Source: an optimization exercise on an open RTL-to-GDS flow (aim: small area and a short achievable clock period). Production flows keep margins and buffers that such runs may drop.
Only simulation tests tie the RTL to the original design; equivalence was not proved.
In runs 1 to 3 and 5 to 7 the design's own scripts or RTL, not TritonCTS, make the clock network.
The clock port is modelled as an ideal driver, which makes a skipped or thinned clock tree look cheaper than it is; a real chip needs a root buffer or a tree.
Power figures rest on the tool's default switching activity, not on a simulated workload.

--- flow/config.mk ---
export PLATFORM = sky130hd
export DESIGN_NAME = timer
export DESIGN_NICKNAME = timer
export VERILOG_FILES = /design/flow/design.v
export SDC_FILE = /design/flow/constraint.sdc
export NUM_CORES = 4
export LEC_CHECK = 0
export ABC_AREA = 1
export ABC_CLOCK_PERIOD_IN_PS = 2000
export CAP_MARGIN = 20
export CORE_MARGIN = 2
export CORE_UTILIZATION = 55
export SETUP_SLACK_MARGIN = 1.6
export SLEW_MARGIN = 20
--- flow/constraint.sdc ---
create_clock -name core_clock -period 3.0 [get_ports {clk}]
set_input_delay 0.6000 -clock core_clock [delete_from_list [all_inputs] [get_ports {clk}]]
set_output_delay 0.6000 -clock core_clock [all_outputs]
set_load 0.01 [all_outputs]
--- flow/design.v ---
module timer #(
    parameter FREQUENCY_VALUE = 50_000_000 
) (
    input logic clk,
    input logic reset_n,
    input   logic   [1:0]   avmms_address,
    input   logic           avmms_write,
    input   logic   [31:0]  avmms_writedata,
    input   logic   [3:0]   avmms_byteenable,
    input   logic           avmms_read,
    output  logic   [31:0]  avmms_readdata,
    output  logic           coe_interrupt
);
logic [63:0] counter_reg;
logic [63:0] counter;
logic complete, busy, start, stop;
logic complete_o;  
logic load;      
wire wr0 = avmms_write && (avmms_address == 2'h0);
wire wr1 = avmms_write && (avmms_address == 2'h1);
wire wr2 = avmms_write && (avmms_address == 2'h2);
wire start_d = wr0 && (avmms_byteenable[0] ? avmms_writedata[0] : start);
wire stop_d  = wr0 && (avmms_byteenable[0] ? avmms_writedata[1] : stop);
always_ff @ (posedge clk or negedge reset_n)
    if (!reset_n) begin
        start <= 1'b0;
        stop  <= 1'b0;
        load  <= 1'b0;
    end else begin
        start <= start_d;
        stop  <= stop_d;
        load  <= start_d && !zr_pre[NS];
    end
genvar b;
generate
    for (b = 0; b < 4; b = b + 1) begin : g_r
        always_ff @ (posedge clk or negedge reset_n)
            if (!reset_n) counter_reg[8*b +: 8] <= 8'h0;
            else if (wr1 && avmms_byteenable[b]) counter_reg[8*b +: 8] <= avmms_writedata[8*b +: 8];
        always_ff @ (posedge clk or negedge reset_n)
            if (!reset_n) counter_reg[32+8*b +: 8] <= 8'h0;
            else if (wr2 && avmms_byteenable[b]) counter_reg[32+8*b +: 8] <= avmms_writedata[8*b +: 8];
    end
endgenerate
always_ff @ (posedge clk)
    case (avmms_address)
        2'h0: avmms_readdata <= {28'h0, complete, busy, stop, start};
        2'h1: avmms_readdata <= counter_reg[31:0];
        2'h2: avmms_readdata <= counter_reg[63:32];
        default: avmms_readdata <= 32'h0;
    endcase
localparam NS = 8;
logic [NS-1:1] en;
wire  [NS-1:1] z;          
wire [NS-1:0] zero_r;      
wire [NS:1]   zr_pre;      
wire [NS:1]   zc_pre;      
wire seg0_one = (counter[7:0] == 8'h1);
assign zc_pre[1] = 1'b1;
assign zr_pre[1] = zero_r[0];
wire [63:0] bmask;
genvar j, i;
generate
    for (j = 0; j < NS; j = j + 1) begin : g_seg
        assign zero_r[j] = ~|counter_reg[8*j +: 8];
        assign bmask[8*j] = (j == 0) ? 1'b1 : en[j];
        for (i = 1; i < 8; i = i + 1) begin : g_bit
            assign bmask[8*j+i] = bmask[8*j] & ~|counter[8*j +: i];
        end
        if (j > 0) begin : g_hi
            assign z[j] = ~|counter[8*j +: 8];
            assign zc_pre[j+1] = &z[j:1];
            assign zr_pre[j+1] = &zero_r[j:0];
            always_ff @ (posedge clk)
                if (load) begin
                    en[j] <= zr_pre[j];
                end else begin
                    en[j] <= seg0_one && zc_pre[j];
                end
        end
    end
endgenerate
always_ff @ (posedge clk)
    if (load) counter <= counter_reg;
    else      counter <= counter ^ bmask;
wire one = seg0_one && zc_pre[NS];
always_ff @ (posedge clk or negedge reset_n)
    if (!reset_n) complete <= 1'b0;
    else complete <= (busy && one) || (complete && !wr0);
always_ff @ (posedge clk or negedge reset_n)
    if (!reset_n) complete_o <= 1'b0;
    else complete_o <= (busy && one) || (complete_o && !wr0);
always_ff @ (posedge clk or negedge reset_n)
    if (!reset_n) busy <= 1'b0;
    else busy <= load || (busy && !stop && !one);
assign coe_interrupt = complete_o;
endmodule
--- flow/flow/run.sh ---
#!/bin/bash
# Standard layout with two changes: plain buf_1 cells as the port buffers, and
# a two-level clock tree (flow/cts_hook.tcl) in place of TritonCTS: the clock
# port drives four clkbuf_8 cells, each driving two clkbuf_16 leaves.
# Full output of the flow goes to standard.log.
export BUFFER_PORTS_ARGS="-buffer_cell sky130_fd_sc_hd__buf_1"
export PRE_CTS_TCL="$PWD/flow/cts_hook.tcl"
bash standard.sh > standard.log 2>&1
--- flow/flow/cts_hook.tcl ---
# Replaces TritonCTS with a two-level clock tree. The registers are split by
# recursive bisection into 8 groups of nearby sinks, each driven by a
# clkbuf_16 leaf. The clock port drives four clkbuf_8 cells, each driving the
# leaves of two neighbouring groups.
proc cts_split {sinks idx} {
  set s [lsort -integer -index $idx $sinks]
  set k [expr {[llength $s] / 2}]
  return [list [lrange $s 0 [expr {$k - 1}]] [lrange $s $k end]]
}

proc cts_center {sinks} {
  set ax 0
  set ay 0
  foreach s $sinks {
    set ax [expr {$ax + [lindex $s 1]}]
    set ay [expr {$ay + [lindex $s 2]}]
  }
  set n [llength $sinks]
  return [list [expr {$ax / $n}] [expr {$ay / $n}]]
}

proc cts_buffer {block master name x y in_net out_name} {
  set inst [odb::dbInst_create $block $master $name]
  $inst setLocation $x $y
  $inst setPlacementStatus PLACED
  set net [odb::dbNet_create $block $out_name]
  $net setSigType CLOCK
  [$inst findITerm A] connect $in_net
  [$inst findITerm X] connect $net
  return $net
}

proc clock_tree_synthesis {args} {
  set block [ord::get_db_block]
  set db [ord::get_db]
  set clk [$block findNet clk]
  set leaf_master [$db findMaster sky130_fd_sc_hd__clkbuf_16]
  set mid_master [$db findMaster sky130_fd_sc_hd__clkbuf_8]
  set sinks {}
  foreach it [$clk getITerms] {
    set box [[$it getInst] getBBox]
    set x [expr {([$box xMin] + [$box xMax]) / 2}]
    set y [expr {([$box yMin] + [$box yMax]) / 2}]
    lappend sinks [list $it $x $y]
  }
  set quads {}
  foreach half [cts_split $sinks 1] {
    foreach q [cts_split $half 2] {
      lappend quads $q
    }
  }
  set i 0
  foreach q $quads {
    lassign [cts_center $q] qx qy
    set mid_net [cts_buffer $block $mid_master clkbuf_m$i $qx $qy $clk clknet_m$i]
    set j 0
    foreach g [cts_split $q 1] {
      lassign [cts_center $g] gx gy
      set leaf_net [cts_buffer $block $leaf_master clkbuf_l${i}_$j $gx $gy $mid_net clknet_l${i}_$j]
      foreach s $g {
        set it [lindex $s 0]
        $it disconnect
        $it connect $leaf_net
      }
      puts "clock leaf clkbuf_l${i}_$j at $gx $gy drives [llength $g] sinks"
      incr j
    }
    incr i
  }
  $clk setSigType CLOCK
  set_propagated_clock [all_clocks]
}
--- flow/standard.sh ---
#!/bin/bash
# synth_recipe.tcl (not shown) runs the flow's synth.tcl, then flattens the netlist and writes it again
# the make line also repeats each setting of config.mk as NAME=value (left out here)
make -C /OpenROAD-flow-scripts/flow DESIGN_CONFIG=/design/flow/config.mk WORK_HOME=/design/flow/orfs CLKGATE_MAP_FILE= SYNTH_SCRIPT=/design/flow/synth_recipe.tcl "${@:-finish}"
==> implementation parameters, run 1 <==
Parameter                              Value

Detailed routing
  Number of optimization iterations in the first detailed-route pass ... 5
  Routed Antenna Nets ... 0
  Average detailed-routed wire length per instance ... about 15 um
  Number of DRC violations after detailed routing ... 0
  DRT Wirelength ... 18,000 um
  Vias/cell ... around 5.2
  Via Count ... 6,182
  Iteration-0 DRC count of the detailed router ... between 400 and 500

Synth
  Gate count of the mapped netlist ... about 900
  Syn. warnings ... 1
  Top-count cell post-synth ... sky130_fd_sc_hd__nand2_1
  Commonest cells in the netlist ... 208 x sky130_fd_sc_hd__nand2_1, 121 x sky130_fd_sc_hd__inv_1, 107 x sky130_fd_sc_hd__nor2_1, 103 x sky130_fd_sc_hd__dfxtp_1, 70 x sky130_fd_sc_hd__dfrtp_1
  Share of the yosys chip area belonging to registers ... 0.499
  Post-synthesis cell area ... about 7600 sq um
  Post-synthesis cell type with the largest combined area ... sky130_fd_sc_hd__dfxtp_1
  Number of library cell types mapped by synthesis ... 32
  Area fraction of the dominant cell type after synthesis ... 0.270
  Avg Inst Size Synth ... between 8 and 9 sq um
  Primary flip-flop cell chosen by synthesis mapping ... sky130_fd_sc_hd__dfxtp_1
  Number of flops mapped to enable cells by yosys ... 0
  Flip-flop and latch count after synthesis ... around 170
  Post-Synthesis Net Count ... between 900 and 1,000
  Main area contributors after synthesis ... sky130_fd_sc_hd__dfxtp_1 27%, sky130_fd_sc_hd__dfrtp_1 23%, sky130_fd_sc_hd__nand2_1 10%
  Asr flop ratio synth ... 0.405

STA
  Max Freq ... just under 0.7 GHz
  Slew headroom ... 0.546
  Clock period minus final worst setup slack ... roughly 1.4 ns
  Post-Route Setup TNS ... 0 ns
  Tcrit/Tclk final ... 0.481
  Number of hold violations in the final report ... 0
  Final setup violation count ... 0
  Worst-case hold slack ... around 0.32 ns
  Final setup margin ... ~1.6 ns
  Final setup skew ... 0.0116 ns
  Worst-margin pin slew ... about 0.7 ns
  Max-slew violation total from the final report ... 0
  Setup repair after global routing missed its margin ... true

Worst setup path
  Critical Setup Path Class ... flip-flop to output pin
  Crit path capture type ... output pin
  Buf+Inv Stages, Crit Path ... 1
  Crit-path slowest cell ... sky130_fd_sc_hd__dfrtp_1
  Biggest fanout along the worst timing path ... 2
  CP required ... 2.40 ns
  Family with the most delay on the worst path ... flip-flops
  CP arrival ... 0.84 ns
  Kind of launch point of the worst setup path ... flip-flop
  Delay of the slowest critical-path stage ... roughly 0.42 ns
  Crit path cell chain ... buf_6

Global routing
  Total congestion overflow ... 0
  Total global-route track usage ... 0.242
  Largest net degree at the start of global routing ... 54
  Global-route wire length before repair ... about 29,000 um
  Antenna violations before repair ... 0
  Via count of the first global-routing pass ... 6,041

Clocking
  Worst-skew pair later-pin latency ... 0.29 ns
  Number of hold buffers added after CTS ... 0
  Worst-path clk slew ... around 0.090 ns

Power
  Power density over the cells ... 656 nW/um^2
  Largest voltage drop on the vdd net ... ~0.47 mV
  Overall power ... ~5.7 mW
  P_leak ... between 3 and 4 nW

Floorplanning
  Core Footprint ... around 14,000 sq um
  Ports placed on the boundary ... 75
  Vertical die dimension ... between 100 and 150 um
  Initial Utilization ... 0.557
  Die X-Extent ... around 120 um
  Area of the die ... between 10,000 and 15,000 sq um
  Number of placement rows ... 43

Place
  Placement Setup Slack ... around 0.74 ns
  DP Wirelength ... ~12,000 um
  # port buffers ... 73
  Final Wtd Congestion ... 0.874
  Total placed cells including tap cells ... between 1,000 and 1,500
  Post-placement cell area ... about 8000 sq um

Finish
  Number of antenna cells inserted ... 0
  Count of nets after finishing ... 1,054
  Share of layout cells above drive strength 1 ... 0.175
  Number of flip-flops under the largest register name ... ~130
  Core occupancy in the finished layout ... 0.639
  Post-route design area ... about 8800 sq um
  P&R area growth vs syn ... 14.7%
  Non-filler cells, final ... approximately 1,200

Flow run
  Number of max-cap violations ... 0

Hold path
  Class of the tightest hold or removal check ... input port to asynchronous set/reset pin

Run status
  Status ... timing/DRC/antenna clean
==> path summary, 6_finish.rpt <==
kind | startpoint | to | slack (ns) | cells after the start
worst max-delay path | complete_o$_DFF_PN0_ | coe_interrupt | 1.56 | 1
worst min-delay path | reset_n | counter_reg[6]$_DFFE_PN0P_ | 0.32 | 1
worst max register to register | counter_reg[18]$_DFFE_PN0P_ | en[7]$_DFF_P_ | 1.67 | 7
worst min register to register | counter[0]$_DFF_P_ | counter[0]$_DFF_P_ | 0.45 | 1
max in group asynchronous | reset_n | counter_reg[62]$_DFFE_PN0P_ | 1.99 | 2
min in group core_clock | counter[0]$_DFF_P_ | counter[0]$_DFF_P_ | 0.45 | 1
==> layout by cell type, fill, tap and decap left out, drive strengths merged <==
cell type  Yosys  routed
o21ai        118     118
xor2           3       3
inv          124     124
clkbuf         9      16
buf           20      87
nor2         111     111
ha            11      11
a22oi          2       2
dfrtp         70      70
nand4          9       9
a21oi          5       5
o221ai         1       1
o211ai         3       3
nand3b         2       2
a31oi         28      28
or2            5       5
xnor2          9       9
dfxtp        103     103
nor3           5       5
nand2        218     223
o22ai         16      16
nand3         48      48
==> layout make-up <==
cell class / count / area, sq um
plain buffers: 12 / 255
fillers: 1214 / 4960
inverters: 124 / 488
multi-input cells: 599 / 3470
flip-flops and latches: 173 / 3820
well taps: 180 / 225
repair buffers: 91 / 509
==> layer usage <==
| metal | global-route usage | share of wire | vias to the layer above | wire length [um] |
|---|---|---|---|---|
| li1 | - | - | 3119 | - |
| met1 | 0.323 | 0.46 | 2948 | 8210 |
| met2 | 0.433 | 0.50 | 99 | 8920 |
| met3 | 0.0215 | 0.032 | 16 | 584 |
| met4 | 0.0395 | 0.016 | 0 | 281 |
| met5 | 0 | 0 | - | 0 |
==> cell families after synthesis <==
logic type               share of synthesized area
buffers and inverters                       0.0881
AND/OR/NAND/NOR                              0.227
AO/OA/AOI/OAI                                0.154
XOR/XNOR                                    0.0138
adder cells (fa/ha/maj)                     0.0180
flip-flops                                   0.499
==> where the power goes <==
part	switching [mW]	internal, mW
logic	0.732	0.530
registers	0.401	2.81
clock network	0.673	0.601
==> timing repair <==
action                                  CTS  global route
endpoints found under the setup margin  123            39
gates cloned                              3             2
resized for setup                        29            41
setup buffers                             8             4
pin swaps                                 5             6
==> inputs of run 2 (changes only) <==
--- a/flow/config.mk
+++ b/flow/config.mk
@@ -9,6 +9,6 @@
 export ABC_CLOCK_PERIOD_IN_PS = 2000
 export CAP_MARGIN = 20
 export CORE_MARGIN = 2
-export CORE_UTILIZATION = 55
+export CORE_UTILIZATION = 70
 export SETUP_SLACK_MARGIN = 1.6
 export SLEW_MARGIN = 20
==> run 2 against run 1 <==
Compared with the run above:
- still clean on timing, DRC and antenna
- sequential cell count stayed put
- cell count is 3.1% lower
- routed wire length is 0.77% lower
==> implementation parameters, run 2 <==
Parameter                              Value

Run status
  Status ... timing/DRC/antenna clean

STA
  Number of hold violations in the final report ... 0
  Final setup skew ... about 0.011 ns
  Worst-case hold slack ... around 0.37 ns
  Setup repair after global routing missed its margin ... true
  Max Freq ... ~0.7 GHz
  Worst-margin pin slew ... between 0.7 and 0.8 ns
  Final setup violation count ... 0
  Max-slew violation total from the final report ... 0
  Post-Route Setup TNS ... 0 ns
  Tcrit/Tclk final ... 0.472
  Clock period minus final worst setup slack ... 1.42 ns
  Slew headroom ... 0.501

Synth
  Combinational family with the most area after synthesis ... simple AND/OR/NAND/NOR gates
  Post-synthesis cell area ... approximately 7600 sq um
  Syn. warnings ... 1
  Asr flop ratio synth ... 0.405
  Number of library cell types mapped by synthesis ... 32
  Share of the yosys chip area belonging to registers ... 0.499
  Number of flops mapped to enable cells by yosys ... 0
  Simple-gate portion of the synthesized area ... 0.227
  Flip-flop and latch count after synthesis ... about 170
  Avg Inst Size Synth ... between 8 and 9 sq um
  Area fraction of the dominant cell type after synthesis ... 0.270
  Adder and majority cell fraction of the synthesized area ... 0.0180
  Post-synthesis mux area share ... 0
  Main area contributors after synthesis ... sky130_fd_sc_hd__dfxtp_1 27%, sky130_fd_sc_hd__dfrtp_1 23%, sky130_fd_sc_hd__nand2_1 10%
  Gate count of the mapped netlist ... slightly above 900
  Primary flip-flop cell chosen by synthesis mapping ... sky130_fd_sc_hd__dfxtp_1
  Xor and xnor area share after synthesis ... 0.0138
  Post-Synthesis Net Count ... roughly 970
  Compound-gate portion of the synthesized area ... 0.154
  Post-synthesis cell type with the largest combined area ... sky130_fd_sc_hd__dfxtp_1
  Commonest cells in the netlist ... 208 x sky130_fd_sc_hd__nand2_1, 121 x sky130_fd_sc_hd__inv_1, 107 x sky130_fd_sc_hd__nor2_1, 103 x sky130_fd_sc_hd__dfxtp_1, 70 x sky130_fd_sc_hd__dfrtp_1
  Top-count cell post-synth ... sky130_fd_sc_hd__nand2_1

Detailed routing
  Via Count ... ~6,400
  Number of DRC violations after detailed routing ... 0
  Iteration-0 DRC count of the detailed router ... approximately 450
  DRT Wirelength ... about 18,000 um
  Average detailed-routed wire length per instance ... 15.6 um
  Number of optimization iterations in the first detailed-route pass ... 6
  Routed Antenna Nets ... 0
  Vias/cell ... between 5 and 6

Hold path
  Class of the tightest hold or removal check ... input port to asynchronous set/reset pin

Finish
  Number of antenna cells inserted ... 0
  P&R area growth vs syn ... 13.3%
  Multi-input gate area in the final layout ... ~3400 sq um
  Share of layout cells above drive strength 1 ... 0.183
  Number of flip-flops under the largest register name ... 128
  Commonest non-fill, non-tap cells in the layout ... 184 x sky130_fd_sc_hd__nand2_1, 119 x sky130_fd_sc_hd__inv_1, 102 x sky130_fd_sc_hd__dfxtp_1
  Sequential Area ... between 3000 and 4000 sq um
  Count of nets after finishing ... 1,057
  Post-route design area ... about 8700 sq um
  Filler instances ... just under 700
  Most frequent standard cell in the layout excluding fill and tap cells ... sky130_fd_sc_hd__nand2_1

Global routing
  Total global-route track usage ... 0.298
  Antenna violations before repair ... 0
  Largest net degree at the start of global routing ... 54
  Total congestion overflow ... 0
  Global-route wire length before repair ... 28,100 um
  Via count of the first global-routing pass ... 5,990

Floorplanning
  Initial Utilization ... 0.711
  Vertical die dimension ... 108 um
  Ports placed on the boundary ... 75
  Die X-Extent ... between 100 and 150 um
  Area of the die ... between 10,000 and 15,000 sq um
  Number of placement rows ... 38
  Core Footprint ... approximately 11,000 sq um

Worst setup path
  CP Depth ... 1
  Crit path capture type ... output pin
  Logic depth of the worst register-to-register path ... 7
  Kind of launch point of the worst setup path ... flip-flop
  Delay of the slowest critical-path stage ... a little under 0.4 ns
  CP arrival ... 0.82 ns
  Family with the most delay on the worst path ... flip-flops
  Biggest fanout along the worst timing path ... 2
  Critical Setup Path Class ... flip-flop to output pin
  Buf+Inv Stages, Crit Path ... 1
  Crit path cell chain ... clkbuf_2
  CP required ... 2.40 ns
  Crit-path slowest cell ... sky130_fd_sc_hd__dfrtp_1

Clocking
  Number of hold buffers added after CTS ... 0
  Worst-skew pair later-pin latency ... 0.29 ns
  Worst-path clk slew ... approximately 0.090 ns

Power
  Power density over the cells ... approximately 670 nW/um^2
  P_leak ... about 4 nW
  Largest voltage drop on the vdd net ... a little over 0.5 mV

Place
  Final Wtd Congestion ... 0.910
  DP Wirelength ... ~12,000 um
  Post-placement cell area ... approximately 8000 sq um
  # port buffers ... between 70 and 80

Flow run
  Number of max-cap violations ... 0
==> run 2: cell count changes in the layout (fill, tap and decap cells not counted), moves of 3 or more <==
cell,before,now
sky130_fd_sc_hd__nor2_1,91,87
sky130_fd_sc_hd__buf_4,12,19
sky130_fd_sc_hd__nand2_8,12,9
sky130_fd_sc_hd__nand2_4,8,2
sky130_fd_sc_hd__nor2_2,12,15
sky130_fd_sc_hd__nand2_2,19,24
==> run 2: worst paths after layout <==
path | start | end | slack [ns]
setup / recovery | complete_o$_DFF_PN0_ | coe_interrupt | 1.58
hold / removal | reset_n | counter_reg[3]$_DFFE_PN0P_ | 0.37
max in group asynchronous | reset_n | counter_reg[31]$_DFFE_PN0P_ | 1.94
min in group core_clock | counter[54]$_DFF_P_ | counter[54]$_DFF_P_ | 0.48
setup reg to reg | counter[5]$_DFF_P_ | en[6]$_DFF_P_ | 1.63
hold reg to reg | counter[54]$_DFF_P_ | counter[54]$_DFF_P_ | 0.48
==> run 2: cell families (layout without fill, tap and decap cells) <==
logic type	after synthesis	in the layout
fa+ha+maj	11	11
buf+inv	153	234
xor+xnor	12	12
simple gates	398	399
compound gates	173	173
flops	173	173
==> run 2: final cells by class <==
class                           instances  area share
Sequential cell                       173       0.441
Tap cell                              140      0.0202
Buffer                                 12      0.0295
Timing Repair Buffer                   98      0.0618
Multi-Input combinational cell        595       0.392
Inverter                              124      0.0558
==> run 2: where the power goes <==
part           internal, mW  switching, mW  total, mW
clock network         0.601          0.668       1.27
registers              2.81          0.419       3.23
logic                 0.540          0.751       1.29
total                  3.95           1.84       5.79
==> run 2: timing repair <==
| action | CTS | global route |
|---|---|---|
| resized for setup | 27 | 43 |
| gates cloned | 1 | 0 |
| setup endpoints to repair | 110 | 78 |
| pin swaps | 3 | 5 |
| buffers inserted | 10 | 9 |
==> run 2: metrics by stage <==
step / setup WS, ns / power [mW] / utilization / cells
after floorplan: 1.52 / 4.03 / - / 920
after global placement: 0.746 / 4.30 / 0.743 / 1110
after detailed placement: 0.711 / 4.40 / 0.743 / 1110
after CTS: 1.58 / 5.68 / 0.788 / 1133
after global routing: 1.56 / 6.11 / 0.806 / 1142
final: 1.58 / 5.79 / 0.806 / 1142
==> run 2: layer usage <==
metal  global-route usage  vias to the layer above  share of wire
met4               0.0733                        0          0.029
met1                0.378                     3015           0.40
met3               0.0313                       48          0.054
met5                    0                        -              0
met2                0.544                      239           0.51
li1                     -                     3119              -
==> inputs of run 3 (changes only) <==
--- a/flow/design.v
+++ b/flow/design.v
@@ -14,7 +14,6 @@
 logic [63:0] counter_reg;
 logic [63:0] counter;
 logic complete, busy, start, stop;
-logic complete_o;  
 logic load;      
 wire wr0 = avmms_write && (avmms_address == 2'h0);
 wire wr1 = avmms_write && (avmms_address == 2'h1);
@@ -88,10 +87,7 @@
     if (!reset_n) complete <= 1'b0;
     else complete <= (busy && one) || (complete && !wr0);
 always_ff @ (posedge clk or negedge reset_n)
-    if (!reset_n) complete_o <= 1'b0;
-    else complete_o <= (busy && one) || (complete_o && !wr0);
-always_ff @ (posedge clk or negedge reset_n)
     if (!reset_n) busy <= 1'b0;
     else busy <= load || (busy && !stop && !one);
-assign coe_interrupt = complete_o;
+assign coe_interrupt = complete;
 endmodule
--- a/flow/config.mk
+++ b/flow/config.mk
@@ -9,6 +9,6 @@
 export ABC_CLOCK_PERIOD_IN_PS = 2000
 export CAP_MARGIN = 20
 export CORE_MARGIN = 2
-export CORE_UTILIZATION = 70
+export CORE_UTILIZATION = 75
 export SETUP_SLACK_MARGIN = 1.6
 export SLEW_MARGIN = 20
==> run 3 against run 2 <==
Compared with the run above:
- still clean
- routed wire length grew 13%
- die area is 6.6% lower
- core utilization rose by 8.5 points
- largest cell class unchanged
- largest power group unchanged
==> implementation parameters, run 3 <==
Parameter                              Value

Finish
  Commonest non-fill, non-tap cells in the layout ... 174 x sky130_fd_sc_hd__nand2_1, 121 x sky130_fd_sc_hd__inv_1, 102 x sky130_fd_sc_hd__dfxtp_1
  Most frequent standard cell in the layout excluding fill and tap cells ... sky130_fd_sc_hd__nand2_1
  Share of layout cells above drive strength 1 ... 0.202
  Count of nets after finishing ... between 1,000 and 1,500
  P&R area growth vs syn ... 14.8%
  Core occupancy in the finished layout ... 0.891
  Non-filler cells, final ... 1,137
  Number of antenna cells inserted ... 0
  Number of flip-flops under the largest register name ... about 130

Power
  Largest voltage drop on the vdd net ... 0.603 mV
  Power density over the cells ... around 680 nW/um^2
  P_leak ... about 4.0 nW

Synth
  Commonest cells in the netlist ... 205 x sky130_fd_sc_hd__nand2_1, 124 x sky130_fd_sc_hd__inv_1, 107 x sky130_fd_sc_hd__nor2_1, 103 x sky130_fd_sc_hd__dfxtp_1, 69 x sky130_fd_sc_hd__dfrtp_1
  Avg Inst Size Synth ... 8.29 sq um
  Syn. warnings ... 1
  Xor and xnor area share after synthesis ... 0.0138
  Adder and majority cell fraction of the synthesized area ... 0.0181
  Combinational family with the most area after synthesis ... simple AND/OR/NAND/NOR gates
  Post-Synthesis Net Count ... 973
  Primary flip-flop cell chosen by synthesis mapping ... sky130_fd_sc_hd__dfxtp_1
  Gate count of the mapped netlist ... 920
  Number of flops mapped to enable cells by yosys ... 0
  Top-count cell post-synth ... sky130_fd_sc_hd__nand2_1
  Share of the yosys chip area belonging to registers ... 0.497
  Flip-flop and latch count after synthesis ... approximately 170
  Simple-gate portion of the synthesized area ... 0.227
  Asr flop ratio synth ... 0.401
  Post-synthesis cell area ... 7620 sq um
  Number of library cell types mapped by synthesis ... 33
  Post-synthesis mux area share ... 0
  Post-synthesis cell type with the largest combined area ... sky130_fd_sc_hd__dfxtp_1
  Compound-gate portion of the synthesized area ... 0.154
  Area fraction of the dominant cell type after synthesis ... 0.271
  Main area contributors after synthesis ... sky130_fd_sc_hd__dfxtp_1 27%, sky130_fd_sc_hd__dfrtp_1 23%, sky130_fd_sc_hd__nand2_1 10%

Hold path
  Class of the tightest hold or removal check ... input port to asynchronous set/reset pin

Floorplanning
  Vertical die dimension ... ~100 um
  Ports placed on the boundary ... between 70 and 80
  Number of placement rows ... 36
  Die X-Extent ... between 100 and 150 um
  Initial Utilization ... 0.776
  Core Footprint ... approximately 9800 sq um
  Area of the die ... between 10,000 and 15,000 sq um

STA
  Slew headroom ... 0.429
  Setup repair after global routing missed its margin ... true
  Max Freq ... around 0.67 GHz
  Final setup violation count ... 0
  Number of hold violations in the final report ... 0
  Clock period minus final worst setup slack ... between 1 and 1.5 ns
  Post-Route Setup TNS ... 0 ns
  Tcrit/Tclk final ... 0.497
  Worst-margin pin slew ... roughly 0.86 ns
  Max-slew violation total from the final report ... 0
  Final setup skew ... roughly 0.018 ns

Detailed routing
  DRT Wirelength ... slightly above 20,000 um
  Iteration-0 DRC count of the detailed router ... approximately 600
  Vias/cell ... around 6.0
  Routed Antenna Nets ... 0
  Number of optimization iterations in the first detailed-route pass ... 5
  Via Count ... between 6,000 and 7,000
  Average detailed-routed wire length per instance ... 17.8 um
  Number of DRC violations after detailed routing ... 0

Worst setup path
  Kind of launch point of the worst setup path ... flip-flop
  Crit path capture type ... flip-flop
  CP arrival ... around 1.7 ns
  Biggest fanout along the worst timing path ... 4
  Critical Setup Path Class ... flip-flop to flip-flop
  CP required ... around 3.2 ns

Place
  DP Wirelength ... between 10,000 and 15,000 um
  Final Wtd Congestion ... just under 0.9
  # port buffers ... 73
  Total placed cells including tap cells ... around 1,100

Clocking
  Number of hold buffers added after CTS ... 0
  Worst-skew pair later-pin latency ... 0.30 ns
  Worst-path clk slew ... around 0.10 ns

Global routing
  Largest net degree at the start of global routing ... 55
  Global-route wire length before repair ... slightly above 30,000 um
  Total congestion overflow ... 0
  Total global-route track usage ... 0.331
  Antenna violations before repair ... 0
  Via count of the first global-routing pass ... 6,687

Run status
  Status ... timing/DRC/antenna clean

Flow run
  Number of max-cap violations ... 0
[run 3: cell count changes after synthesis]
| cell | delta |
|---|---|
| sky130_fd_sc_hd__a31oi_1 | +1 |
| sky130_fd_sc_hd__o21ai_0 | -2 |
| sky130_fd_sc_hd__buf_4 | +1 |
| sky130_fd_sc_hd__buf_1 | -2 |
| sky130_fd_sc_hd__clkbuf_1 | +2 |
| sky130_fd_sc_hd__nand3_1 | +3 |
| sky130_fd_sc_hd__inv_1 | +3 |
| sky130_fd_sc_hd__or2_2 | -1 |
| sky130_fd_sc_hd__buf_2 | -1 |
| sky130_fd_sc_hd__nand2_1 | -3 |
| sky130_fd_sc_hd__dfrtp_1 | -1 |
[run 3: per-stage QoR]
step	hold slack (ns)	setup WS, ns	cell area [sq um]	total power, mW
5_1_grt	0.453	1.46	8750	6.21
4_1_cts	0.419	1.56	8430	5.66
3_5_place_dp	0.467	0.706	7950	4.38
3_3_place_gp	0.453	0.785	7950	4.27
6_report	0.405	1.51	8750	5.93
2_1_floorplan	0.304	1.52	7700	4.02
[run 3: timing repair]
action                                  4_1_cts  5_1_grt
gates cloned                                  1        0
setup buffers                                 9       12
endpoints found under the setup margin      121       88
gates resized for setup                      23       75
pin swaps                                     3       14
[run 3: final timing paths]
path	start	to	slack, ns	cells past startpoint
max in group asynchronous	reset_n	counter_reg[58]$_DFFE_PN0P_	1.81	2
hold / removal	reset_n	counter_reg[0]$_DFFE_PN0P_	0.41	1
setup / recovery	counter_reg[30]$_DFFE_PN0P_	en[7]$_DFF_P_	1.51	7
hold reg to reg	counter[0]$_DFF_P_	counter[0]$_DFF_P_	0.48	1
setup reg to reg	counter_reg[30]$_DFFE_PN0P_	en[7]$_DFF_P_	1.51	7
min in group core_clock	counter[0]$_DFF_P_	counter[0]$_DFF_P_	0.48	1
[run 3: critical path: stages (launching register included)]
cell                      delay [ns]
sky130_fd_sc_hd__dfrtp_1        0.45
sky130_fd_sc_hd__nor2_1         0.17
sky130_fd_sc_hd__nand3_1        0.17
sky130_fd_sc_hd__nor2_4         0.18
sky130_fd_sc_hd__nand2_1        0.11
sky130_fd_sc_hd__nor2_4         0.10
sky130_fd_sc_hd__nand3_1        0.11
sky130_fd_sc_hd__nand2_2        0.13
[run 3: per-layer routing]
metal	global-route usage	wire, um	up-vias
li1	-	-	3119
met1	0.411	7640	3212
met2	0.583	10100	395
met3	0.0399	1520	101
met4	0.140	960	0
met5	0	0	-
[run 3: layout make-up]
type,instances,area (sq um)
Sequential cell,172,3800
Multi-Input combinational cell,593,3460
Fill cell,486,1070
Timing Repair Buffer,100,566
Inverter,127,502
Buffer,12,255
Tap cell,133,166
[run 3: kinds of logic (layout without fill, tap and decap cells)]
logic type | count (synthesis) | after routing
and+or+nand+nor | 397 | 398
AOI/OAI and AO/OA | 172 | 172
DFF | 172 | 172
xor gates and xnor gates | 12 | 12
buffers and inverters | 156 | 239
adders and majority gates | 11 | 11
[run 3: report_power, final]
group / internal, mW / leakage (nW) / switching (mW)
clock network: 0.601 / 0.127 / 0.671
logic: 0.570 / 2.15 / 0.844
registers: 2.80 / 1.72 / 0.441
total: 3.97 / 4.00 / 1.96
==> inputs of run 4 (changes only) <==
--- a/flow/config.mk
+++ b/flow/config.mk
@@ -9,6 +9,6 @@
 export ABC_CLOCK_PERIOD_IN_PS = 2000
 export CAP_MARGIN = 20
 export CORE_MARGIN = 2
-export CORE_UTILIZATION = 75
+export CORE_UTILIZATION = 85
 export SETUP_SLACK_MARGIN = 1.6
 export SLEW_MARGIN = 20
==> run 4 against run 3 <==
Compared with the run above:
- the flow now stops in global routing
- area after synthesis unchanged
- synthesized cell count unchanged
==> implementation parameters, run 4 <==
Parameter                              Value

STA
  Endpoint with the least setup slack after the last global-route repair ... busy$_DFF_PN0_/D
  Classification of the worst endpoint ... register input

Synth
  Syn. warnings ... 1
  Primary flip-flop cell chosen by synthesis mapping ... sky130_fd_sc_hd__dfxtp_1
  Asr flop ratio synth ... 0.401
  Area fraction of the dominant cell type after synthesis ... 0.271
  Flip-flop and latch count after synthesis ... between 150 and 200
  Avg Inst Size Synth ... just over 8 sq um
  Share of the yosys chip area belonging to registers ... 0.497
  Gate count of the mapped netlist ... slightly above 900
  Number of library cell types mapped by synthesis ... 33
  Post-synthesis cell area ... between 7000 and 8000 sq um
  Main area contributors after synthesis ... sky130_fd_sc_hd__dfxtp_1 27%, sky130_fd_sc_hd__dfrtp_1 23%, sky130_fd_sc_hd__nand2_1 10%
  Post-Synthesis Net Count ... between 900 and 1,000
  Commonest cells in the netlist ... 205 x sky130_fd_sc_hd__nand2_1, 124 x sky130_fd_sc_hd__inv_1, 107 x sky130_fd_sc_hd__nor2_1, 103 x sky130_fd_sc_hd__dfxtp_1, 69 x sky130_fd_sc_hd__dfrtp_1
  Top-count cell post-synth ... sky130_fd_sc_hd__nand2_1
  Post-synthesis cell type with the largest combined area ... sky130_fd_sc_hd__dfxtp_1
  Number of flops mapped to enable cells by yosys ... 0

Floorplanning
  Ports placed on the boundary ... between 70 and 80
  Die X-Extent ... ~99 um
  Initial Utilization ... 0.874
  Vertical die dimension ... slightly below 100 um
  Number of placement rows ... 34

Place
  Post-placement cell area ... ~7900 sq um
  # port buffers ... 73
  Final Wtd Congestion ... around 0.95
  DP Wirelength ... approximately 13,000 um

Global routing
  Largest net degree at the start of global routing ... 55

Run status
  Last stage ... global routing
  Status ... did not finish
  First error line in the log ... [ERROR DPL-0038] Utilization greater than 100%, impossible to legalize
-- run 4: cell counts after synthesis --
No cell type changed its count.
-- run 4: cells by family after synthesis --
family | share of synthesized area
and+or+nand+nor | 0.227
AOI/OAI and AO/OA | 0.154
DFF | 0.497
buffers and inverters | 0.0901
xor gates and xnor gates | 0.0138
adders and majority gates | 0.0181
-- run 4: power by group through the flow --
| stage | combinational [mW] | clock (mW) | sequential, mW |
|---|---|---|---|
| 4_1_cts | 1.27 | 1.26 | 3.20 |
| 3_5_place_dp | 1.19 | 0 | 3.23 |
| 3_3_place_gp | 1.08 | 0 | 3.18 |
| 2_1_floorplan | 0.884 | 0 | 3.14 |
-- run 4: worst max path at each step --
stage	end	slack [ns]	cells after the start
CTS	coe_interrupt	1.56	1
detailed placement	counter_reg[39]$_DFFE_PN0P_	0.72	6
global placement	counter_reg[35]$_DFFE_PN0P_	0.81	6
floorplan	counter_reg[13]$_DFFE_PN0P_	1.52	8
-- run 4: through the flow --
stage	instances	setup slack, ns	utilization
floorplan	920	1.52	-
global placement	1078	0.806	0.908
detailed placement	1078	0.720	0.908
CTS	1102	1.56	0.967
-- run 4: what timing repair did --
action	CTS
gates resized for setup	37
setup buffers	11
setup endpoints to repair	126
cloned	1
pin swaps	4
hold buffers	0
==> inputs of run 5 (changes only) <==
--- a/flow/design.v
+++ b/flow/design.v
@@ -14,6 +14,7 @@
 logic [63:0] counter_reg;
 logic [63:0] counter;
 logic complete, busy, start, stop;
+logic complete_o;  
 logic load;      
 wire wr0 = avmms_write && (avmms_address == 2'h0);
 wire wr1 = avmms_write && (avmms_address == 2'h1);
@@ -87,7 +88,10 @@
     if (!reset_n) complete <= 1'b0;
     else complete <= (busy && one) || (complete && !wr0);
 always_ff @ (posedge clk or negedge reset_n)
+    if (!reset_n) complete_o <= 1'b0;
+    else complete_o <= (busy && one) || (complete_o && !wr0);
+always_ff @ (posedge clk or negedge reset_n)
     if (!reset_n) busy <= 1'b0;
     else busy <= load || (busy && !stop && !one);
-assign coe_interrupt = complete;
+assign coe_interrupt = complete_o;
 endmodule
==> flow/flow/run.sh (replaced) <==
#!/bin/bash
# Standard layout with two changes: plain buf_1 cells as the port buffers, and
# a two-level clock tree (flow/cts_hook.tcl) in place of TritonCTS: the clock
# port drives four clkbuf_8 cells, each driving two clkbuf_16 leaves. The hook
# also gives the register behind coe_interrupt its strongest drive strength.
# Full output of the flow goes to standard.log.
export BUFFER_PORTS_ARGS="-buffer_cell sky130_fd_sc_hd__buf_1"
export PRE_CTS_TCL="$PWD/flow/cts_hook.tcl"
bash standard.sh > standard.log 2>&1
--- a/flow/flow/cts_hook.tcl
+++ b/flow/flow/cts_hook.tcl
@@ -70,3 +70,10 @@
   $clk setSigType CLOCK
   set_propagated_clock [all_clocks]
 }
+
+# The register behind coe_interrupt drives only the output buffer; use the
+# strongest drive of its cell so the output path is not slowed by it.
+foreach inst [get_cells {complete_o*}] {
+  puts "upsizing [get_full_name $inst] to sky130_fd_sc_hd__dfrtp_4"
+  replace_cell $inst sky130_fd_sc_hd__dfrtp_4
+}
--- a/flow/config.mk
+++ b/flow/config.mk
@@ -9,6 +9,6 @@
 export ABC_CLOCK_PERIOD_IN_PS = 2000
 export CAP_MARGIN = 20
 export CORE_MARGIN = 2
-export CORE_UTILIZATION = 85
+export CORE_UTILIZATION = 55
 export SETUP_SLACK_MARGIN = 1.6
 export SLEW_MARGIN = 20
==> run 5 against run 4 <==
Compared with the run above:
- synthesized cell count is the same
- the run now finishes clean
- area after synthesis is 0.23% higher
==> implementation parameters, run 5 <==
Parameter                              Value

Finish
  Sequential Area ... roughly 3800 sq um
  Number of antenna cells inserted ... 0
  Share of layout cells above drive strength 1 ... 0.180
  Filler instances ... 1,209
  P&R area growth vs syn ... 15.0%
  Non-filler cells, final ... 1,179
  Post-route design area ... between 8000 and 9000 sq um
  Most frequent standard cell in the layout excluding fill and tap cells ... sky130_fd_sc_hd__nand2_1
  Number of flip-flops under the largest register name ... about 130
  Count of nets after finishing ... 1,054
  Multi-input gate area in the final layout ... 3490 sq um
  Commonest non-fill, non-tap cells in the layout ... 183 x sky130_fd_sc_hd__nand2_1, 121 x sky130_fd_sc_hd__inv_1, 102 x sky130_fd_sc_hd__dfxtp_1

Synth
  Number of library cell types mapped by synthesis ... 32
  Avg Inst Size Synth ... about 8.3 sq um
  Gate count of the mapped netlist ... 920
  Asr flop ratio synth ... 0.405
  Area fraction of the dominant cell type after synthesis ... 0.270
  Number of flops mapped to enable cells by yosys ... 0
  Top-count cell post-synth ... sky130_fd_sc_hd__nand2_1
  Post-synthesis cell area ... between 7000 and 8000 sq um
  Commonest cells in the netlist ... 208 x sky130_fd_sc_hd__nand2_1, 121 x sky130_fd_sc_hd__inv_1, 107 x sky130_fd_sc_hd__nor2_1, 103 x sky130_fd_sc_hd__dfxtp_1, 70 x sky130_fd_sc_hd__dfrtp_1
  Post-Synthesis Net Count ... 973
  Primary flip-flop cell chosen by synthesis mapping ... sky130_fd_sc_hd__dfxtp_1
  Main area contributors after synthesis ... sky130_fd_sc_hd__dfxtp_1 27%, sky130_fd_sc_hd__dfrtp_1 23%, sky130_fd_sc_hd__nand2_1 10%
  Syn. warnings ... 1
  Flip-flop and latch count after synthesis ... 173
  Share of the yosys chip area belonging to registers ... 0.499
  Post-synthesis cell type with the largest combined area ... sky130_fd_sc_hd__dfxtp_1

Power
  Overall power ... about 5.8 mW
  Largest voltage drop on the vdd net ... 0.465 mV
  Power density over the cells ... 656 nW/um^2
  P_leak ... around 4.0 nW

Floorplanning
  Core Footprint ... approximately 14,000 sq um
  Initial Utilization ... 0.557
  Vertical die dimension ... ~120 um
  Area of the die ... between 10,000 and 15,000 sq um
  Number of placement rows ... 43
  Ports placed on the boundary ... between 70 and 80
  Die X-Extent ... 122 um

STA
  Tcrit/Tclk final ... 0.506
  Worst-margin pin slew ... 0.685 ns
  Clock period minus final worst setup slack ... between 1.5 and 2 ns
  Max Freq ... 0.659 GHz
  Final setup skew ... between 0.01 and 0.015 ns
  Post-Route Setup TNS ... 0 ns
  Max-slew violation total from the final report ... 0
  Slew headroom ... 0.544
  Setup repair after global routing missed its margin ... true
  Final setup violation count ... 0
  Number of hold violations in the final report ... 0

Global routing
  Total congestion overflow ... 0
  Via count of the first global-routing pass ... around 6,000
  Largest net degree at the start of global routing ... between 50 and 60
  Antenna violations before repair ... 0
  Global-route wire length before repair ... 29,100 um
  Total global-route track usage ... 0.242

Detailed routing
  Vias/cell ... 5.28
  Number of optimization iterations in the first detailed-route pass ... 5
  Number of DRC violations after detailed routing ... 0
  Routed Antenna Nets ... 0
  DRT Wirelength ... ~18,000 um
  Average detailed-routed wire length per instance ... about 15 um
  Iteration-0 DRC count of the detailed router ... ~440
  Via Count ... 6,226

Worst setup path
  Crit path capture type ... output pin
  Capturing element of the worst setup path ... coe_interrupt
  Logic depth of the worst register-to-register path ... 5
  Worst setup slack for register-to-register paths ... roughly 1.7 ns
  Family with the most delay on the worst path ... flip-flops
  Buf+Inv Stages, Crit Path ... 1
  Worst reg2reg startpoint ... load$_DFF_PN0_
  Delay of the slowest critical-path stage ... 0.50 ns
  Worst setup path startpoint ... complete_o$_DFF_PN0_
  Capture instance of the worst register-to-register path ... en[3]$_DFF_P_
  Crit path cell chain ... buf_6
  Biggest fanout along the worst timing path ... 2
  CP Depth ... 1
  Critical Setup Path Class ... flip-flop to output pin
  Crit-path slowest cell ... sky130_fd_sc_hd__dfrtp_4
  Kind of launch point of the worst setup path ... flip-flop
  CP arrival ... roughly 0.92 ns
  CP required ... between 2 and 2.5 ns

Run status
  Status ... timing/DRC/antenna clean

Hold path
  Class of the tightest hold or removal check ... input port to asynchronous set/reset pin

Flow run
  Number of max-cap violations ... 0

Clocking
  Number of hold buffers added after CTS ... 0
  Worst-path clk slew ... approximately 0.090 ns
  Worst-skew pair later-pin latency ... ~0.29 ns

Place
  Post-placement cell area ... 8040 sq um
  Final Wtd Congestion ... between 0.8 and 0.9
  DP Wirelength ... about 12,000 um
  Total placed cells including tap cells ... 1,150
  # port buffers ... between 70 and 80
-- run 5: cell count changes after synthesis, sizes merged --
cell and delta:
or2 +1, nand2 +3, nand3 -3, clkbuf -2
o21ai +2, a31oi -1, buf +2, dfrtp +1
inv -3
-- run 5: timing repair --
item | CTS | global route
resized for setup | 30 | 45
endpoints found under the setup margin | 123 | 39
hold endpoints to repair | 0 | 0
cloned | 3 | 2
buffers inserted | 8 | 4
pin swaps | 5 | 6
-- run 5: layout make-up --
class,count,share of cell area
plain buffers,12,0.0291
flip-flops and latches,173,0.435
multi-input cells,599,0.397
inverters,124,0.0555
well taps,180,0.0256
repair buffers,91,0.0580
-- run 5: how the worst min path moves through the flow --
stage / start / cells after the start / slack (ns) / to
2_1_floorplan: reset_n / 0 / 0.30 / busy$_DFF_PN0_
3_3_place_gp: counter[0]$_DFF_P_ / 1 / 0.46 / counter[0]$_DFF_P_
3_5_place_dp: counter[50]$_DFF_P_ / 2 / 0.46 / counter[50]$_DFF_P_
4_1_cts: reset_n / 1 / 0.34 / counter_reg[6]$_DFFE_PN0P_
5_1_grt: reset_n / 1 / 0.36 / counter_reg[6]$_DFFE_PN0P_
6_report: reset_n / 1 / 0.32 / counter_reg[6]$_DFFE_PN0P_
-- run 5: where the power goes --
group          switching, mW  leakage [nW]  internal (mW)
clock network          0.676         0.127          0.602
registers              0.401          1.74           2.81
logic                  0.740          2.11          0.533
-- run 5: routing by layer --
layer	vias to the layer above	part of all wire	routed length [um]	track usage
met5	-	0	0	0
met1	2976	0.45	8140	0.324
met3	18	0.039	707	0.0211
met2	114	0.49	8900	0.434
met4	0	0.017	305	0.0395
li1	3118	-	-	-
-- run 5: cells by family (layout without fill, tap and decap cells) --
group | after synthesis | in the layout | share of synthesized area
XOR/XNOR | 12 | 12 | 0.0138
adder cells (fa/ha/maj) | 11 | 11 | 0.0180
AND/OR/NAND/NOR | 398 | 403 | 0.227
AO/OA/AOI/OAI | 173 | 173 | 0.154
buffers and inverters | 153 | 227 | 0.0881
flip-flops | 173 | 173 | 0.499
-- run 5: stage by stage --
stage	setup slack [ns]	util	hold WS, ns
finish	1.48	0.640	0.316
global route	1.45	0.640	0.363
CTS	1.48	0.625	0.340
detailed placement	0.738	0.586	0.463
global placement	0.760	0.586	0.456
floorplan	1.52	-	0.304
==> inputs of run 6 (changes only) <==
--- a/flow/design.v
+++ b/flow/design.v
@@ -14,7 +14,6 @@
 logic [63:0] counter_reg;
 logic [63:0] counter;
 logic complete, busy, start, stop;
-logic complete_o;  
 logic load;      
 wire wr0 = avmms_write && (avmms_address == 2'h0);
 wire wr1 = avmms_write && (avmms_address == 2'h1);
@@ -31,22 +30,31 @@
         stop  <= stop_d;
         load  <= start_d && !zr_pre[NS];
     end
+logic [7:0] valid;
+wire [63:0] rv;
 genvar b;
 generate
     for (b = 0; b < 4; b = b + 1) begin : g_r
+        always_ff @ (posedge clk)
+            if (wr1 && avmms_byteenable[b]) counter_reg[8*b +: 8] <= avmms_writedata[8*b +: 8];
+        always_ff @ (posedge clk)
+            if (wr2 && avmms_byteenable[b]) counter_reg[32+8*b +: 8] <= avmms_writedata[8*b +: 8];
         always_ff @ (posedge clk or negedge reset_n)
-            if (!reset_n) counter_reg[8*b +: 8] <= 8'h0;
-            else if (wr1 && avmms_byteenable[b]) counter_reg[8*b +: 8] <= avmms_writedata[8*b +: 8];
+            if (!reset_n) valid[b] <= 1'b0;
+            else if (wr1 && avmms_byteenable[b]) valid[b] <= 1'b1;
         always_ff @ (posedge clk or negedge reset_n)
-            if (!reset_n) counter_reg[32+8*b +: 8] <= 8'h0;
-            else if (wr2 && avmms_byteenable[b]) counter_reg[32+8*b +: 8] <= avmms_writedata[8*b +: 8];
+            if (!reset_n) valid[4+b] <= 1'b0;
+            else if (wr2 && avmms_byteenable[b]) valid[4+b] <= 1'b1;
+    end
+    for (b = 0; b < 8; b = b + 1) begin : g_rv
+        assign rv[8*b +: 8] = counter_reg[8*b +: 8] & {8{valid[b]}};
     end
 endgenerate
 always_ff @ (posedge clk)
     case (avmms_address)
         2'h0: avmms_readdata <= {28'h0, complete, busy, stop, start};
-        2'h1: avmms_readdata <= counter_reg[31:0];
-        2'h2: avmms_readdata <= counter_reg[63:32];
+        2'h1: avmms_readdata <= rv[31:0];
+        2'h2: avmms_readdata <= rv[63:32];
         default: avmms_readdata <= 32'h0;
     endcase
 localparam NS = 8;
@@ -62,7 +70,7 @@
 genvar j, i;
 generate
     for (j = 0; j < NS; j = j + 1) begin : g_seg
-        assign zero_r[j] = ~|counter_reg[8*j +: 8];
+        assign zero_r[j] = ~valid[j] | ~|counter_reg[8*j +: 8];
         assign bmask[8*j] = (j == 0) ? 1'b1 : en[j];
         for (i = 1; i < 8; i = i + 1) begin : g_bit
             assign bmask[8*j+i] = bmask[8*j] & ~|counter[8*j +: i];
@@ -81,17 +89,14 @@
     end
 endgenerate
 always_ff @ (posedge clk)
-    if (load) counter <= counter_reg;
+    if (load) counter <= rv;
     else      counter <= counter ^ bmask;
 wire one = seg0_one && zc_pre[NS];
 always_ff @ (posedge clk or negedge reset_n)
     if (!reset_n) complete <= 1'b0;
     else complete <= (busy && one) || (complete && !wr0);
 always_ff @ (posedge clk or negedge reset_n)
-    if (!reset_n) complete_o <= 1'b0;
-    else complete_o <= (busy && one) || (complete_o && !wr0);
-always_ff @ (posedge clk or negedge reset_n)
     if (!reset_n) busy <= 1'b0;
     else busy <= load || (busy && !stop && !one);
-assign coe_interrupt = complete_o;
+assign coe_interrupt = complete;
 endmodule
==> flow/flow/run.sh (replaced) <==
#!/bin/bash
# Standard layout with two changes: plain buf_1 cells as the port buffers, and
# a two-level clock tree (flow/cts_hook.tcl) in place of TritonCTS: the clock
# port drives four clkbuf_8 cells, each driving two clkbuf_16 leaves.
# Full output of the flow goes to standard.log.
export BUFFER_PORTS_ARGS="-buffer_cell sky130_fd_sc_hd__buf_1"
export PRE_CTS_TCL="$PWD/flow/cts_hook.tcl"
bash standard.sh > standard.log 2>&1
--- a/flow/flow/cts_hook.tcl
+++ b/flow/flow/cts_hook.tcl
@@ -70,10 +70,3 @@
   $clk setSigType CLOCK
   set_propagated_clock [all_clocks]
 }
-
-# The register behind coe_interrupt drives only the output buffer; use the
-# strongest drive of its cell so the output path is not slowed by it.
-foreach inst [get_cells {complete_o*}] {
-  puts "upsizing [get_full_name $inst] to sky130_fd_sc_hd__dfrtp_4"
-  replace_cell $inst sky130_fd_sc_hd__dfrtp_4
-}
--- a/flow/config.mk
+++ b/flow/config.mk
@@ -9,6 +9,6 @@
 export ABC_CLOCK_PERIOD_IN_PS = 2000
 export CAP_MARGIN = 20
 export CORE_MARGIN = 2
-export CORE_UTILIZATION = 55
+export CORE_UTILIZATION = 70
 export SETUP_SLACK_MARGIN = 1.6
 export SLEW_MARGIN = 20
==> run 6 against run 5 <==
Compared with the run above:
- cell count down 15%
- clock power about the same
- global-route usage up 3.8 points
- final area down 3.8%
- critical path type is now flip-flop to flip-flop
- largest cell class unchanged
- highest routed layer unchanged
==> implementation parameters, run 6 <==
Parameter                              Value

Synth
  Simple-gate portion of the synthesized area ... 0.206
  Combinational family with the most area after synthesis ... simple AND/OR/NAND/NOR gates
  Post-synthesis cell type with the largest combined area ... sky130_fd_sc_hd__dfxtp_1
  Flip-flop and latch count after synthesis ... 180
  Commonest cells in the netlist ... 142 x sky130_fd_sc_hd__nand2_1, 103 x sky130_fd_sc_hd__dfxtp_1, 79 x sky130_fd_sc_hd__nand3_1, 69 x sky130_fd_sc_hd__nor2_1, 64 x sky130_fd_sc_hd__edfxtp_1
  Post-synthesis mux area share ... 0
  Syn. warnings ... 1
  Number of library cell types mapped by synthesis ... 36
  Post-synthesis cell area ... 7330 sq um
  Xor and xnor area share after synthesis ... 0.0335
  Asr flop ratio synth ... 0.0722
  Share of the yosys chip area belonging to registers ... 0.588
  Gate count of the mapped netlist ... between 700 and 800
  Avg Inst Size Synth ... 9.41 sq um
  Compound-gate portion of the synthesized area ... 0.102
  Adder and majority cell fraction of the synthesized area ... 0.0188
  Area fraction of the dominant cell type after synthesis ... 0.281
  Main area contributors after synthesis ... sky130_fd_sc_hd__dfxtp_1 28%, sky130_fd_sc_hd__edfxtp_1 26%, sky130_fd_sc_hd__nand2_1 7.3%
  Top-count cell post-synth ... sky130_fd_sc_hd__nand2_1
  Primary flip-flop cell chosen by synthesis mapping ... sky130_fd_sc_hd__dfxtp_1
  Number of flops mapped to enable cells by yosys ... 64
  Post-Synthesis Net Count ... ~830

Power
  Largest voltage drop on the vdd net ... 0.712 mV
  P_leak ... ~3.4 nW
  Power density over the cells ... between 600 and 700 nW/um^2
  Overall power ... approximately 5 mW

Detailed routing
  Routed Antenna Nets ... 0
  Vias/cell ... between 5 and 6
  Iteration-0 DRC count of the detailed router ... 445
  Average detailed-routed wire length per instance ... between 15 and 20 um
  Number of DRC violations after detailed routing ... 0
  Number of optimization iterations in the first detailed-route pass ... 6
  Via Count ... approximately 5,800
  DRT Wirelength ... between 15,000 and 20,000 um

Clocking
  Worst-path clk slew ... about 0.090 ns
  Worst-skew pair later-pin latency ... 0.29 ns
  Number of hold buffers added after CTS ... 0

Global routing
  Via count of the first global-routing pass ... about 5,400
  Global-route wire length before repair ... approximately 26,000 um
  Total congestion overflow ... 0
  Largest net degree at the start of global routing ... 71
  Antenna violations before repair ... 0
  Total global-route track usage ... 0.280

Flow run
  Number of max-cap violations ... 0

STA
  Number of hold violations in the final report ... 0
  Tcrit/Tclk final ... 0.481
  Worst-margin pin slew ... around 1.0 ns
  Max-slew violation total from the final report ... 0
  Clock period minus final worst setup slack ... approximately 1.4 ns
  Final setup violation count ... 0
  Max Freq ... 0.693 GHz
  Final setup skew ... 0.0123 ns
  Setup repair after global routing missed its margin ... true
  Slew headroom ... 0.328
  Post-Route Setup TNS ... 0 ns

Place
  # port buffers ... between 70 and 80
  Final Wtd Congestion ... around 0.85
  DP Wirelength ... around 11,000 um

Worst setup path
  Kind of launch point of the worst setup path ... flip-flop
  Biggest fanout along the worst timing path ... 5
  Crit path capture type ... flip-flop
  CP required ... 3.24 ns
  Critical Setup Path Class ... flip-flop to flip-flop
  CP arrival ... between 1.5 and 2 ns

Floorplanning
  Area of the die ... approximately 11,000 sq um
  Initial Utilization ... 0.717
  Core Footprint ... 10,200 sq um
  Number of placement rows ... 37
  Die X-Extent ... 106 um
  Vertical die dimension ... 106 um
  Ports placed on the boundary ... 75

Hold path
  Class of the tightest hold or removal check ... input port to asynchronous set/reset pin

Finish
  Filler instances ... between 600 and 700
  P&R area growth vs syn ... 15.3%
  Share of layout cells above drive strength 1 ... 0.147
  Number of flip-flops under the largest register name ... ~130
  Multi-input gate area in the final layout ... ~2800 sq um
  Count of nets after finishing ... ~930
  Number of antenna cells inserted ... 0
  Sequential Area ... between 4000 and 5000 sq um
  Commonest non-fill, non-tap cells in the layout ... 138 x sky130_fd_sc_hd__nand2_1, 101 x sky130_fd_sc_hd__dfxtp_1, 74 x sky130_fd_sc_hd__nand3_1
  Most frequent standard cell in the layout excluding fill and tap cells ... sky130_fd_sc_hd__nand2_1

Run status
  Status ... timing/DRC/antenna clean
==> run 6: cell families after synthesis <==
logic type	Yosys count
AO/OA/AOI/OAI	131
buffers and inverters	96
AND/OR/NAND/NOR	333
XOR/XNOR	28
flip-flops	180
adder cells (fa/ha/maj)	11
==> run 6: layout make-up <==
class                           count  area share
Tap cell                          136      0.0201
Multi-Input combinational cell    506       0.336
Buffer                             12      0.0302
Inverter                           68      0.0349
Timing Repair Buffer              104      0.0683
Sequential cell                   180       0.510
==> run 6: stage by stage <==
step,utilization,cell area [sq um],hold WS [ns],instances,worst slack [ns]
2_1_floorplan,-,7400,0.304,779,1.45
3_3_place_gp,0.759,7770,0.462,964,1.03
3_5_place_dp,0.759,7770,0.469,964,0.990
4_1_cts,0.797,8160,0.460,985,1.60
5_1_grt,0.826,8450,0.498,1006,1.50
6_report,0.826,8450,0.449,1006,1.56
==> run 6: routing by layer <==
| metal | up-vias | share of wire | global-route usage |
|---|---|---|---|
| li1 | 2804 | - | - |
| met1 | 2723 | 0.40 | 0.380 |
| met2 | 268 | 0.51 | 0.492 |
| met3 | 35 | 0.074 | 0.0313 |
| met4 | 0 | 0.020 | 0.0555 |
| met5 | - | 0 | 0 |
==> run 6: final timing paths <==
path | start | endpoint | slack, ns | cells past startpoint
max | counter_reg[8]$_DFFE_PP_ | en[7]$_DFF_P_ | 1.56 | 7
min | reset_n | valid[7]$_DFFE_PN0P_ | 0.45 | 1
max reg2reg | counter_reg[8]$_DFFE_PP_ | en[7]$_DFF_P_ | 1.56 | 7
min reg2reg | counter[54]$_DFF_P_ | counter[54]$_DFF_P_ | 0.48 | 2
max in group asynchronous | reset_n | stop$_DFF_PN0_ | 1.94 | 1
min in group core_clock | counter[54]$_DFF_P_ | counter[54]$_DFF_P_ | 0.48 | 2
==> run 6: power breakdown <==
group          leakage [nW]  switching, mW  internal, mW  total (mW)
clock                 0.127          0.671         0.601        1.27
sequential             1.58          0.221          2.85        3.07
combinational          1.69          0.470         0.337       0.807
total                  3.39           1.36          3.78        5.15
==> run 6: worst max-delay path: stages, from the launching register on <==
cell and delay [ns]:
sky130_fd_sc_hd__edfxtp_1 0.44, sky130_fd_sc_hd__nor2_1 0.17, sky130_fd_sc_hd__nand2_1 0.10, sky130_fd_sc_hd__o21ai_2 0.19
sky130_fd_sc_hd__nand2_2 0.11, sky130_fd_sc_hd__nor2_4 0.18, sky130_fd_sc_hd__nand3_2 0.09, sky130_fd_sc_hd__nand2_2 0.10
==> run 6: repair_timing <==
action | 4_1_cts | 5_1_grt
setup buffers | 6 | 20
gates cloned | 3 | 1
setup endpoints to repair | 109 | 93
gates resized for setup | 25 | 41
pin swaps | 10 | 20
==> inputs of run 7 (changes only) <==
--- a/flow/config.mk
+++ b/flow/config.mk
@@ -9,6 +9,6 @@
 export ABC_CLOCK_PERIOD_IN_PS = 2000
 export CAP_MARGIN = 20
 export CORE_MARGIN = 2
-export CORE_UTILIZATION = 70
+export CORE_UTILIZATION = 55
 export SETUP_SLACK_MARGIN = 1.6
 export SLEW_MARGIN = 20
==> run 7 against run 6 <==
Compared with the run above:
- final area up 0.22%
- register-to-register slack better by 0.06 ns
- routed wire length decreased by 4.3%
- setup slack improved by 0.035 ns
- total power shrank 0.39%
- via count shrank 5.7%
- area after synthesis unchanged
- sequential share of layout area fell by 0.11 points
- worst hold slack lost 0.022 ns
- core utilization decreased by 18 points
- clock power barely moved
- die area increased by 26%
- critical path type is now flip-flop to output pin
- critical endpoint is now coe_interrupt
- largest power group unchanged
- highest routed layer unchanged
==> implementation parameters, run 7 <==
Parameter                              Value

STA
  Final setup skew ... about 0.015 ns
  Tcrit/Tclk final ... 0.469
  Clock period minus final worst setup slack ... 1.41 ns
  Max Freq ... approximately 0.71 GHz
  Setup repair after global routing missed its margin ... true
  Post-Route Setup TNS ... 0 ns
  Max-slew violation total from the final report ... 0
  Worst-case hold slack ... roughly 0.43 ns
  Slew headroom ... 0.352
  Final setup violation count ... 0
  Worst-margin pin slew ... 0.973 ns
  Number of hold violations in the final report ... 0

Place
  DP Wirelength ... 11,200 um
  # port buffers ... 73
  Final Wtd Congestion ... 0.832
  Total placed cells including tap cells ... between 1,000 and 1,500

Floorplanning
  Die X-Extent ... approximately 120 um
  Core Footprint ... between 10,000 and 15,000 sq um
  Initial Utilization ... 0.558
  Number of placement rows ... between 40 and 50
  Vertical die dimension ... roughly 120 um
  Area of the die ... 14,300 sq um
  Ports placed on the boundary ... 75

Power
  Largest voltage drop on the vdd net ... approximately 0.45 mV
  Switching component of the power ... about 1.3 mW
  Combinational share of power ... 0.155
  P_leak ... ~3.4 nW
  Share of total power consumed by net switching ... 0.261
  Clock power share ... 0.250
  Internal power ... approximately 3.8 mW
  Overall power ... 5.13 mW
  Relative contribution of sequential cells to total power ... 0.596
  Power density over the cells ... around 610 nW/um^2

Detailed routing
  DRT Wirelength ... approximately 16,000 um
  Iteration-0 DRC count of the detailed router ... 347
  Average detailed-routed wire length per instance ... 15.4 um
  Via Count ... 5,500
  Number of optimization iterations in the first detailed-route pass ... 5
  Number of DRC violations after detailed routing ... 0
  Vias/cell ... ~5.3
  Routed Antenna Nets ... 0

Finish
  P&R area growth vs syn ... 15.5%
  Commonest non-fill, non-tap cells in the layout ... 140 x sky130_fd_sc_hd__nand2_1, 101 x sky130_fd_sc_hd__dfxtp_1, 77 x sky130_fd_sc_hd__nand3_1
  Number of antenna cells inserted ... 0
  Most frequent standard cell in the layout excluding fill and tap cells ... sky130_fd_sc_hd__nand2_1
  Share of layout cells above drive strength 1 ... 0.137
  Sequential Area ... 4310 sq um
  Multi-input gate area in the final layout ... 2810 sq um
  Filler instances ... approximately 1,100
  Count of nets after finishing ... a little over 900
  Number of flip-flops under the largest register name ... ~130
  Non-filler cells, final ... 1,043
  Core occupancy in the finished layout ... 0.645

Synth
  Post-synthesis cell area ... 7330 sq um
  Avg Inst Size Synth ... ~9.4 sq um
  Number of library cell types mapped by synthesis ... 36
  Syn. warnings ... 1
  Flip-flop and latch count after synthesis ... 180
  Commonest cells in the netlist ... 142 x sky130_fd_sc_hd__nand2_1, 103 x sky130_fd_sc_hd__dfxtp_1, 79 x sky130_fd_sc_hd__nand3_1, 69 x sky130_fd_sc_hd__nor2_1, 64 x sky130_fd_sc_hd__edfxtp_1
  Number of flops mapped to enable cells by yosys ... between 60 and 70
  Asr flop ratio synth ... 0.0722
  Gate count of the mapped netlist ... 779
  Post-synthesis cell type with the largest combined area ... sky130_fd_sc_hd__dfxtp_1
  Top-count cell post-synth ... sky130_fd_sc_hd__nand2_1
  Area fraction of the dominant cell type after synthesis ... 0.281
  Main area contributors after synthesis ... sky130_fd_sc_hd__dfxtp_1 28%, sky130_fd_sc_hd__edfxtp_1 26%, sky130_fd_sc_hd__nand2_1 7.3%
  Post-Synthesis Net Count ... approximately 830
  Primary flip-flop cell chosen by synthesis mapping ... sky130_fd_sc_hd__dfxtp_1
  Share of the yosys chip area belonging to registers ... 0.588

Worst setup path
  CP required ... 2.40 ns
  Capture instance of the worst register-to-register path ... en[7]$_DFF_P_
  Worst setup path startpoint ... complete$_DFF_PN0_
  CP arrival ... 0.81 ns
  Crit path capture type ... output pin
  CP Depth ... 1
  Family with the most delay on the worst path ... flip-flops
  Crit path cell chain ... buf_2
  Crit-path slowest cell ... sky130_fd_sc_hd__dfrtp_1
  Capturing element of the worst setup path ... coe_interrupt
  Kind of launch point of the worst setup path ... flip-flop
  Worst reg2reg startpoint ... counter_reg[14]$_DFFE_PP_
  Biggest fanout along the worst timing path ... 2
  Critical Setup Path Class ... flip-flop to output pin
  Buf+Inv Stages, Crit Path ... 1
  Worst setup slack for register-to-register paths ... 1.62 ns
  Logic depth of the worst register-to-register path ... 7
  Delay of the slowest critical-path stage ... roughly 0.38 ns

Flow run
  Number of max-cap violations ... 0

Global routing
  Total global-route track usage ... 0.222
  Largest net degree at the start of global routing ... 72
  Antenna violations before repair ... 0
  Total congestion overflow ... 0
  Global-route wire length before repair ... 26,100 um
  Via count of the first global-routing pass ... roughly 5,400

Clocking
  Worst-path clk slew ... 0.09 ns
  Number of hold buffers added after CTS ... 0
  Worst-skew pair later-pin latency ... roughly 0.30 ns

Run status
  Status ... timing/DRC/antenna clean

Hold path
  Class of the tightest hold or removal check ... input port to asynchronous set/reset pin
==> run 7: cell counts after synthesis <==
No cell type changed its count.
==> run 7: power by group through the flow <==
stage                     combinational [mW]  sequential [mW]  clock, mW
final                                  0.792             3.05       1.28
after floorplan                        0.535             3.06          0
after detailed placement               0.707             3.09          0
after global placement                 0.680             3.08          0
after CTS                              0.732             3.04       1.31
after global routing                   0.913             3.10       1.40
==> run 7: per-layer routing <==
metal,GRT usage,vias to the layer above,share of wire
li1,-,2783,-
met1,0.304,2589,0.45
met2,0.388,105,0.49
met3,0.0182,23,0.044
met4,0.0485,0,0.021
met5,0,-,0
==> run 7: metrics by stage <==
stage	setup WS (ns)	area, sq um
6_report	1.59	8470
5_1_grt	1.52	8470
4_1_cts	1.57	8260
3_5_place_dp	0.951	7820
3_3_place_gp	1.00	7820
2_1_floorplan	1.45	7400
==> run 7: kinds of logic after synthesis <==
| kind of cell | count (synthesis) | synth area share |
|---|---|---|
| DFF | 180 | 0.588 |
| xor gates and xnor gates | 28 | 0.0335 |
| buffers and inverters | 96 | 0.0514 |
| and+or+nand+nor | 333 | 0.206 |
| adders and majority gates | 11 | 0.0188 |
| AOI/OAI and AO/OA | 131 | 0.102 |
==> run 7: layout make-up <==
type	count	area share
Sequential cell	180	0.509
Multi-Input combinational cell	505	0.331
Timing Repair Buffer	102	0.0687
Inverter	68	0.0349
Buffer	12	0.0301
Tap cell	176	0.0260
==> run 7: what timing repair did <==
action,in CTS,in global routing
resized for setup,29,28
cloned,1,2
setup buffers,11,13
setup endpoints to repair,115,86
pin swaps,11,13
endpoints found under the hold margin,0,0
==> run 7: worst min-delay path by stage <==
stage	slack, ns	cells past startpoint	endpoint	startpoint
floorplan	0.30	0	busy$_DFF_PN0_	reset_n
global route	0.48	1	start$_DFF_PN0_	reset_n
finish	0.43	1	start$_DFF_PN0_	reset_n
detailed placement	0.47	2	counter[54]$_DFF_P_	counter[54]$_DFF_P_
CTS	0.45	1	start$_DFF_PN0_	reset_n
global placement	0.46	2	counter[6]$_DFF_P_	counter[6]$_DFF_P_

## what the ideal ports hide
The flow's constraints put no driver on any port. The routed layouts listed below were extracted and timed again, unchanged, in two steps.
Step 1 (the two cells are an assumption about what drives the block):
set clk [get_ports {clk}]
set_driving_cell -lib_cell sky130_fd_sc_hd__clkbuf_16 $clk
set_driving_cell -lib_cell sky130_fd_sc_hd__buf_2 [delete_from_list [all_inputs] $clk]
Step 2, shift: input delay + t, output delay - t, t = (earliest + latest rising clock arrival at the registers) / 2. This alone moves slack from input paths to output paths.
Three values: ideal ports, drivers, drivers and shift; two values: the first two.
run	t, ns	setup slack, ns	worst hold slack (ns)
run 1	0.362	1.557 / 1.482 / 1.310	0.321 / 0.270 / 0.448
run 2	0.359	1.585 / 1.514 / 1.325	0.371 / 0.324 / 0.477
run 3	0.358	1.509 / 1.469 / 1.239	0.405 / 0.367 / 0.477
run 5	0.362	1.483 / 1.409 / 1.313	0.316 / 0.266 / 0.448
run 6	0.359	1.557 / 1.498 / 1.229	0.449 / 0.401 / 0.481
run 7	0.368	1.593 / 1.515 / 1.297	0.427 / 0.377 / 0.485
After both steps every run listed still meets setup and hold. The setup slack of run 6, which loses most, moves by -0.059 ns with the drivers and by -0.328 ns with both steps.
